This design comes from an exercise in tuning for small area, a short achievable clock period and few clock cycles per item on the open sky130 flow, not from production work.
Where RTL was checked, it was by simulation tests only, not by an equivalence proof against the original.
Power is estimated from default activity; no workload was simulated.

==> module fpadder, before the edit <==
module fpadder (output logic [31:0] sum, output logic ready,
                input logic [31:0] a, input logic clock, nreset);
    logic [1:0] state;
    always_ff @(posedge clock, negedge nreset)
        if (!nreset) state <= 2'b00;
        else         state <= {state[1] ^ state[0], state[1] | ~state[0]};
    assign ready = state[1] & state[0];
    logic load;
    assign load = state[1] & ~state[0];
    logic [31:0] n;
    always_ff @(posedge clock) n <= a;
    logic [7:0]  em, en;
    logic [22:0] fm, fn;
    logic        sm, sn;
    assign {sm, em, fm} = a;
    assign {sn, en, fn} = n;
    logic nan_m, nan_n, inf_m, inf_n, sg, ege, flip;
    logic [8:0]  dmn;
    logic [7:0]  dnm, d;
    logic [23:0] bg, sml, shifted;
    logic [24:0] s1;
    logic [25:0] sum26;
    logic        nan1, inf1, sign1;
    logic [7:0]  exp1;
    always_comb begin
        nan_m = (em == 8'hff) & (fm != 0);
        nan_n = (en == 8'hff) & (fn != 0);
        inf_m = (em == 8'hff) & (fm == 0);
        inf_n = (en == 8'hff) & (fn == 0);
        sg    = (sm == sn);
        dmn   = {1'b0, em} - {1'b0, en};
        dnm   = en - em;
        ege   = ~dmn[8];
        d     = ege ? dmn[7:0] : dnm;
        bg    = ege ? {1'b1, fm} : {1'b1, fn};
        sml   = ege ? {1'b1, fn} : {1'b1, fm};
        shifted = (d[7:5] != 0) ? 24'b0 : (sml >> d[4:0]);
        flip  = ~sg & (em == en) & (fm < fn);
        sum26 = {({1'b0, bg} ^ {25{flip}}), 1'b1} + {({1'b0, shifted} ^ {25{~sg & ~flip}}), ~sg};
        s1    = sum26[25:1];
        exp1  = ege ? em : en;
        sign1 = (ege & ~flip) ? sm : sn;
        nan1  = nan_m | nan_n;
        inf1  = (inf_m | inf_n) & ~(inf_m & inf_n & ~sg);
    end
    logic [24:0] s;
    logic [7:0]  e;
    logic        sgn, nan, inf;
    always_ff @(posedge clock)
        if (load) begin
            s   <= s1;
            e   <= exp1;
            sgn <= sign1;
            nan <= nan1;
            inf <= inf1;
        end
    logic [4:0]  lz;
    logic [24:0] norm;
    logic [31:0] x0, x1, x2, x3, x4, x5;
    logic [7:0]  eo;
    logic        zero, ovf;
    always_comb begin
        x0 = {s, 7'b0};
        lz[4] = (x0[31:16] == 0); x1 = lz[4] ? {x0[15:0], 16'b0} : x0;
        lz[3] = (x1[31:24] == 0); x2 = lz[3] ? {x1[23:0], 8'b0} : x1;
        lz[2] = (x2[31:28] == 0); x3 = lz[2] ? {x2[27:0], 4'b0} : x2;
        lz[1] = (x3[31:30] == 0); x4 = lz[1] ? {x3[29:0], 2'b0} : x3;
        lz[0] = (x4[31] == 0);    x5 = lz[0] ? {x4[30:0], 1'b0} : x4;
        norm = x5[31:7];
        eo   = e + 8'd1 - {3'b0, lz};
        zero = (s == 0) | (s[24] & (e == 8'h00) & (s[22:0] == 0));
        ovf  = s[24] & (e == 8'hfe);
        if (nan)             sum = 32'h7fffffff;
        else if (inf | ovf)  sum = {sgn, 8'hff, 23'h0};
        else if (zero)       sum = 32'h0;
        else                 sum = {sgn, eo, norm[23:1]};
    end
endmodule
Settings: LEC_CHECK=0, ABC_AREA=1, CAP_MARGIN=20, CORE_MARGIN=2, CORE_UTILIZATION=40, SLEW_MARGIN=20; clock period 20.0 ns.
standard.sh (not shown) runs the stock make flow with config.mk's settings and CLKGATE_MAP_FILE= SYNTH_SCRIPT=/design/flow/synth_recipe.tcl, a recipe that flattens the netlist after the stock synthesis.
==> flow/flow/run.sh <==
#!/bin/bash
# Standard ORFS flow (the standard.sh) with two changes to how the layout
# is made: repair_timing is asked to leave a setup margin, so that it shortens
# the critical path well below the clock period, and the port buffers use a
# plain buffer cell instead of the delay cell buffer_ports picks by default.
set -uo pipefail
bash standard.sh SETUP_SLACK_MARGIN=11 "BUFFER_PORTS_ARGS=-buffer_cell sky130_fd_sc_hd__buf_2" finish > standard.log 2>&1
The starting point completed without violations.
Testbench counts at the start, summed over its fixed seeds: cycles 9,600, items 3,200.
Next try:
--- a/flow/design.v
+++ b/flow/design.v
@@ -9,6 +9,17 @@
     assign load = state[1] & ~state[0];
     logic [31:0] n;
     always_ff @(posedge clock) n <= a;
+    function automatic logic less(input logic [31:0] x, input logic [31:0] y);
+        logic [31:0] g, p;
+        g = ~x & y;
+        p = ~x | y;
+        for (int w = 1; w < 32; w = w * 2)
+            for (int j = 0; j + w < 32; j += 2 * w) begin
+                g[j + 2*w - 1] = g[j + 2*w - 1] | (p[j + 2*w - 1] & g[j + w - 1]);
+                p[j + 2*w - 1] = p[j + 2*w - 1] & p[j + w - 1];
+            end
+        less = g[31];
+    endfunction
     logic [7:0]  em, en;
     logic [22:0] fm, fn;
     logic        sm, sn;
@@ -30,12 +41,12 @@
         sg    = (sm == sn);
         dmn   = {1'b0, em} - {1'b0, en};
         dnm   = en - em;
-        ege   = ~dmn[8];
+        ege   = ~less({24'b0, em}, {24'b0, en});
         d     = ege ? dmn[7:0] : dnm;
         bg    = ege ? {1'b1, fm} : {1'b1, fn};
         sml   = ege ? {1'b1, fn} : {1'b1, fm};
         shifted = (d[7:5] != 0) ? 24'b0 : (sml >> d[4:0]);
-        flip  = ~sg & (em == en) & (fm < fn);
+        flip  = ~sg & (em == en) & less({9'b0, fm}, {9'b0, fn});
         sum26 = {({1'b0, bg} ^ {25{flip}}), 1'b1} + {({1'b0, shifted} ^ {25{~sg & ~flip}}), ~sg};
         s1    = sum26[25:1];
         exp1  = ege ? em : en;
@@ -60,13 +71,10 @@
     logic [7:0]  eo;
     logic        zero, ovf;
     always_comb begin
-        x0 = {s, 7'b0};
-        lz[4] = (x0[31:16] == 0); x1 = lz[4] ? {x0[15:0], 16'b0} : x0;
-        lz[3] = (x1[31:24] == 0); x2 = lz[3] ? {x1[23:0], 8'b0} : x1;
-        lz[2] = (x2[31:28] == 0); x3 = lz[2] ? {x2[27:0], 4'b0} : x2;
-        lz[1] = (x3[31:30] == 0); x4 = lz[1] ? {x3[29:0], 2'b0} : x3;
-        lz[0] = (x4[31] == 0);    x5 = lz[0] ? {x4[30:0], 1'b0} : x4;
-        norm = x5[31:7];
+        lz = 5'd25;
+        for (int i = 0; i <= 24; i++)
+            if (s[i]) lz = 5'(24 - i);
+        norm = s << lz;
         eo   = e + 8'd1 - {3'b0, lz};
         zero = (s == 0) | (s[24] & (e == 8'h00) & (s[22:0] == 0));
         ovf  = s[24] & (e == 8'hfe);
Effect: Utilization grows by 2.0 points; worst hold slack degrades by 0.010 ns; power grows by 8.0%; clock skew shrinks by 0.0071 ns; via count shrinks by 5.4%; register-to-register slack degrades by 0.14 ns; sequential share of layout area is about the same; global-route usage shrinks by 0.48 points; wire length shrinks by 5.8%; cell count shrinks by 4.5%; clock-buffer cell count does not change; fmax shrinks by 1.7%; design area is about the same; die area shrinks by 4.1%.
Function not checked in the second run of this note: the RTL went through the layout flow alone.

---

fpadder, a different RTL version from the one above (not shown whole).
Size: roughly 67 I/O pins, about 9700 um^2 of cells after synthesis.
==> module fpadder, before the edit <==
module fpadder (output logic [31:0] sum, output logic ready,
                input logic [31:0] a, input logic clock, nreset);
    logic [1:0] state;
    always_ff @(posedge clock, negedge nreset)
        if (!nreset) state <= 2'b00;
        else         state <= {state[1] ^ state[0], state[1] | ~state[0]};
    assign ready = state[1] & state[0];
    logic load;
    assign load = state[1] & ~state[0];
    logic [31:0] n;
    always_ff @(posedge clock) n <= a;
    function automatic logic less(input logic [31:0] x, input logic [31:0] y);
        logic [31:0] g, p;
        g = ~x & y;
        p = ~x | y;
        for (int w = 1; w < 32; w = w * 2)
            for (int j = 0; j + w < 32; j += 2 * w) begin
                g[j + 2*w - 1] = g[j + 2*w - 1] | (p[j + 2*w - 1] & g[j + w - 1]);
                p[j + 2*w - 1] = p[j + 2*w - 1] & p[j + w - 1];
            end
        less = g[31];
    endfunction
    function automatic logic [4:0] lzc32(input logic [31:0] x);
        logic [15:0] z1, c1;
        logic [7:0]  z2;
        logic [7:0][1:0] c2;
        logic [3:0]  z3;
        logic [3:0][2:0] c3;
        logic [1:0]  z4;
        logic [1:0][3:0] c4;
        for (int i = 0; i < 16; i++) begin
            z1[i] = ~x[2*i+1] & ~x[2*i];
            c1[i] = ~x[2*i+1];
        end
        for (int i = 0; i < 8; i++) begin
            z2[i] = z1[2*i+1] & z1[2*i];
            c2[i] = z1[2*i+1] ? {1'b1, c1[2*i]} : {1'b0, c1[2*i+1]};
        end
        for (int i = 0; i < 4; i++) begin
            z3[i] = z2[2*i+1] & z2[2*i];
            c3[i] = z2[2*i+1] ? {1'b1, c2[2*i]} : {1'b0, c2[2*i+1]};
        end
        for (int i = 0; i < 2; i++) begin
            z4[i] = z3[2*i+1] & z3[2*i];
            c4[i] = z3[2*i+1] ? {1'b1, c3[2*i]} : {1'b0, c3[2*i+1]};
        end
        lzc32 = z4[1] ? {1'b1, c4[0]} : {1'b0, c4[1]};
    endfunction
    logic [7:0]  em, en;
    logic [22:0] fm, fn;
    logic        sm, sn;
    assign {sm, em, fm} = a;
    assign {sn, en, fn} = n;
    logic nan_m, nan_n, inf_m, inf_n, sg, ege, flip;
    logic [8:0]  dmn;
    logic [7:0]  dnm, d;
    logic [23:0] bg, sml, shifted;
    logic [24:0] s1;
    logic [25:0] sum26;
    logic        nan1, inf1, sign1;
    logic [7:0]  exp1;
    always_comb begin
        nan_m = (em == 8'hff) & (fm != 0);
        nan_n = (en == 8'hff) & (fn != 0);
        inf_m = (em == 8'hff) & (fm == 0);
        inf_n = (en == 8'hff) & (fn == 0);
        sg    = (sm == sn);
        dmn   = {1'b0, em} - {1'b0, en};
        dnm   = en - em;
        ege   = ~less({24'b0, em}, {24'b0, en});
        d     = ege ? dmn[7:0] : dnm;
        bg    = ege ? {1'b1, fm} : {1'b1, fn};
        sml   = ege ? {1'b1, fn} : {1'b1, fm};
        shifted = (d[7:5] != 0) ? 24'b0 : (sml >> d[4:0]);
        flip  = ~sg & (em == en) & (fm < fn);
        sum26 = {({1'b0, bg} ^ {25{flip}}), 1'b1} + {({1'b0, shifted} ^ {25{~sg & ~flip}}), ~sg};
        s1    = sum26[25:1];
        exp1  = ege ? em + 8'd1 : en + 8'd1;    
        sign1 = (ege & ~flip) ? sm : sn;
        nan1  = nan_m | nan_n;
        inf1  = (inf_m | inf_n) & ~(inf_m & inf_n & ~sg);
    end
    logic [24:0] s;
    logic [7:0]  e;      
    logic        sgn, nan, inf;
    always_ff @(posedge clock)
        if (load) begin
            s   <= s1;
            e   <= exp1;
            sgn <= sign1;
            nan <= nan1;
            inf <= inf1;
        end
    logic [4:0]  lz;
    logic [24:0] norm;
    logic [31:0] x0, x1, x2, x3, x4, x5;
    logic [7:0]  eo;
    logic        zero, ovf;
    always_comb begin
        lz   = lzc32({s, 7'b1000000});
        norm = s << lz;
        eo   = e - {3'b0, lz};
        zero = (s == 0) | (s[24] & (e == 8'h01) & (s[22:0] == 0));
        ovf  = s[24] & (e == 8'hff);
        if (nan)             sum = 32'h7fffffff;
        else if (inf | ovf)  sum = {sgn, 8'hff, 23'h0};
        else if (zero)       sum = 32'h0;
        else                 sum = {sgn, eo, norm[23:1]};
    end
endmodule
==> flow/config.mk <==
export PLATFORM = sky130hd
export DESIGN_NAME = fpadder
export DESIGN_NICKNAME = fpadder
export VERILOG_FILES = /design/flow/design.v
export SDC_FILE = /design/flow/constraint.sdc
export NUM_CORES = 4
export LEC_CHECK = 0
export CAP_MARGIN = 20
export CORE_MARGIN = 2
export CORE_UTILIZATION = 50
export SLEW_MARGIN = 20
==> flow/constraint.sdc <==
create_clock -name core_clock -period 20.0 [get_ports {clock}]
set_input_delay 4.0000 -clock core_clock [delete_from_list [all_inputs] [get_ports {clock}]]
set_output_delay 4.0000 -clock core_clock [all_outputs]
set_load 0.01 [all_outputs]
Scripts as last shown in full above: flow/flow/run.sh
==> next run, changes <==
==> flow/design.v (replaced) <==
module fpadder (output logic [31:0] sum, output logic ready,
                input logic [31:0] a, input logic clock, nreset);
    logic [1:0] state;
    always_ff @(posedge clock, negedge nreset)
        if (!nreset) state <= 2'b00;
        else         state <= {state[1] ^ state[0], state[1] | ~state[0]};
    assign ready = state[1] & state[0];
    logic load;
    assign load = state[1] & ~state[0];
    logic [31:0] n;
    always_ff @(posedge clock) n <= a;
    logic [7:0]  em, en;
    logic [22:0] fm, fn;
    logic        sm, sn;
    assign {sm, em, fm} = a;
    assign {sn, en, fn} = n;
    logic nan_m, nan_n, inf_m, inf_n, sg, ege, flip;
    logic [8:0]  dmn;
    logic [7:0]  dnm, d;
    logic [23:0] bg, sml, shifted;
    logic [24:0] s1;
    logic [25:0] sum26;
    logic        nan1, inf1, sign1;
    logic [7:0]  exp1;
    always_comb begin
        nan_m = (em == 8'hff) & (fm != 0);
        nan_n = (en == 8'hff) & (fn != 0);
        inf_m = (em == 8'hff) & (fm == 0);
        inf_n = (en == 8'hff) & (fn == 0);
        sg    = (sm == sn);
        dmn   = {1'b0, em} - {1'b0, en};
        dnm   = en - em;
        ege   = ~dmn[8];
        d     = ege ? dmn[7:0] : dnm;
        bg    = ege ? {1'b1, fm} : {1'b1, fn};
        sml   = ege ? {1'b1, fn} : {1'b1, fm};
        shifted = (d[7:5] != 0) ? 24'b0 : (sml >> d[4:0]);
        flip  = ~sg & (em == en) & (fm < fn);
        sum26 = {({1'b0, bg} ^ {25{flip}}), 1'b1} + {({1'b0, shifted} ^ {25{~sg & ~flip}}), ~sg};
        s1    = sum26[25:1];
        exp1  = ege ? em : en;
        sign1 = (ege & ~flip) ? sm : sn;
        nan1  = nan_m | nan_n;
        inf1  = (inf_m | inf_n) & ~(inf_m & inf_n & ~sg);
    end
    logic [24:0] s;
    logic [7:0]  e;
    logic        sgn, nan, inf;
    always_ff @(posedge clock)
        if (load) begin
            s   <= s1;
            e   <= exp1;
            sgn <= sign1;
            nan <= nan1;
            inf <= inf1;
        end
    logic [4:0]  lz;
    logic [24:0] norm;
    logic [31:0] x0, x1, x2, x3, x4, x5;
    logic [7:0]  eo;
    logic        zero, ovf;
    always_comb begin
        x0 = {s, 7'b0};
        lz[4] = (x0[31:16] == 0); x1 = lz[4] ? {x0[15:0], 16'b0} : x0;
        lz[3] = (x1[31:24] == 0); x2 = lz[3] ? {x1[23:0], 8'b0} : x1;
        lz[2] = (x2[31:28] == 0); x3 = lz[2] ? {x2[27:0], 4'b0} : x2;
        lz[1] = (x3[31:30] == 0); x4 = lz[1] ? {x3[29:0], 2'b0} : x3;
        lz[0] = (x4[31] == 0);    x5 = lz[0] ? {x4[30:0], 1'b0} : x4;
        norm = x5[31:7];
        eo   = e + 8'd1 - {3'b0, lz};
        zero = (s == 0) | (s[24] & (e == 8'h00) & (s[22:0] == 0));
        ovf  = s[24] & (e == 8'hfe);
        if (nan)             sum = 32'h7fffffff;
        else if (inf | ovf)  sum = {sgn, 8'hff, 23'h0};
        else if (zero)       sum = 32'h0;
        else                 sum = {sgn, eo, norm[23:1]};
    end
endmodule
Synthesized area falls by about 13%; sequential share of layout area rises by 2.6 points; final cell count falls by 17%; setup slack got worse by 0.14 ns; total power falls by 18%; fmax falls by about 1.5%; die area falls by 13%; non-clock buffer count falls by 37; design area falls by 15%; via count falls by 23%; wire length falls by about 30%; first-iteration DRC count falls by 50%.
Testbench counts after the change, summed over its fixed seeds: cycles 9,600, items 3,200.
No functional check of the RTL was part of the first run of this note.

==> separate check: timing with driven ports <==
The results above use ideal ports. As a check the final layouts listed here were re-extracted and re-timed, cells and wires unchanged.
Step 1: set_driving_cell puts a clkbuf_16 on clock and a buf_2 on each other input, an assumption about the parent block.
Step 2 moves the port delays by t, midway between the first and last clock arrival at a register: inputs arrive t later, outputs are due t later. That takes back most of the time a late clock gives input paths.
Three values: ideal ports, drivers, drivers and shift; two values: the first two.
run | t (ns) | setup WS [ns] | hold slack, ns | worst setup path at the end
the first run of note 1 | 0.395 | 11.405 / 11.361 / 11.090 | 0.563 / 0.563 / 0.563 | input to register
the second run of note 1 | 0.383 | 11.259 / 11.278 / 10.895 | 0.553 / 0.553 / 0.553 | input to register
the first run of note 2 | 0.398 | 11.013 / 11.015 / 10.617 | 0.566 / 0.566 / 0.566 | input to register
the second run of note 2 | 0.389 | 10.877 / 10.859 / 10.470 | 0.564 / 0.564 / 0.564 | input to register
After both steps setup and hold are still met in every run listed. The setup slack of the second run of note 2, which loses most, moves by -0.018 ns with the drivers and by -0.407 ns with both steps.
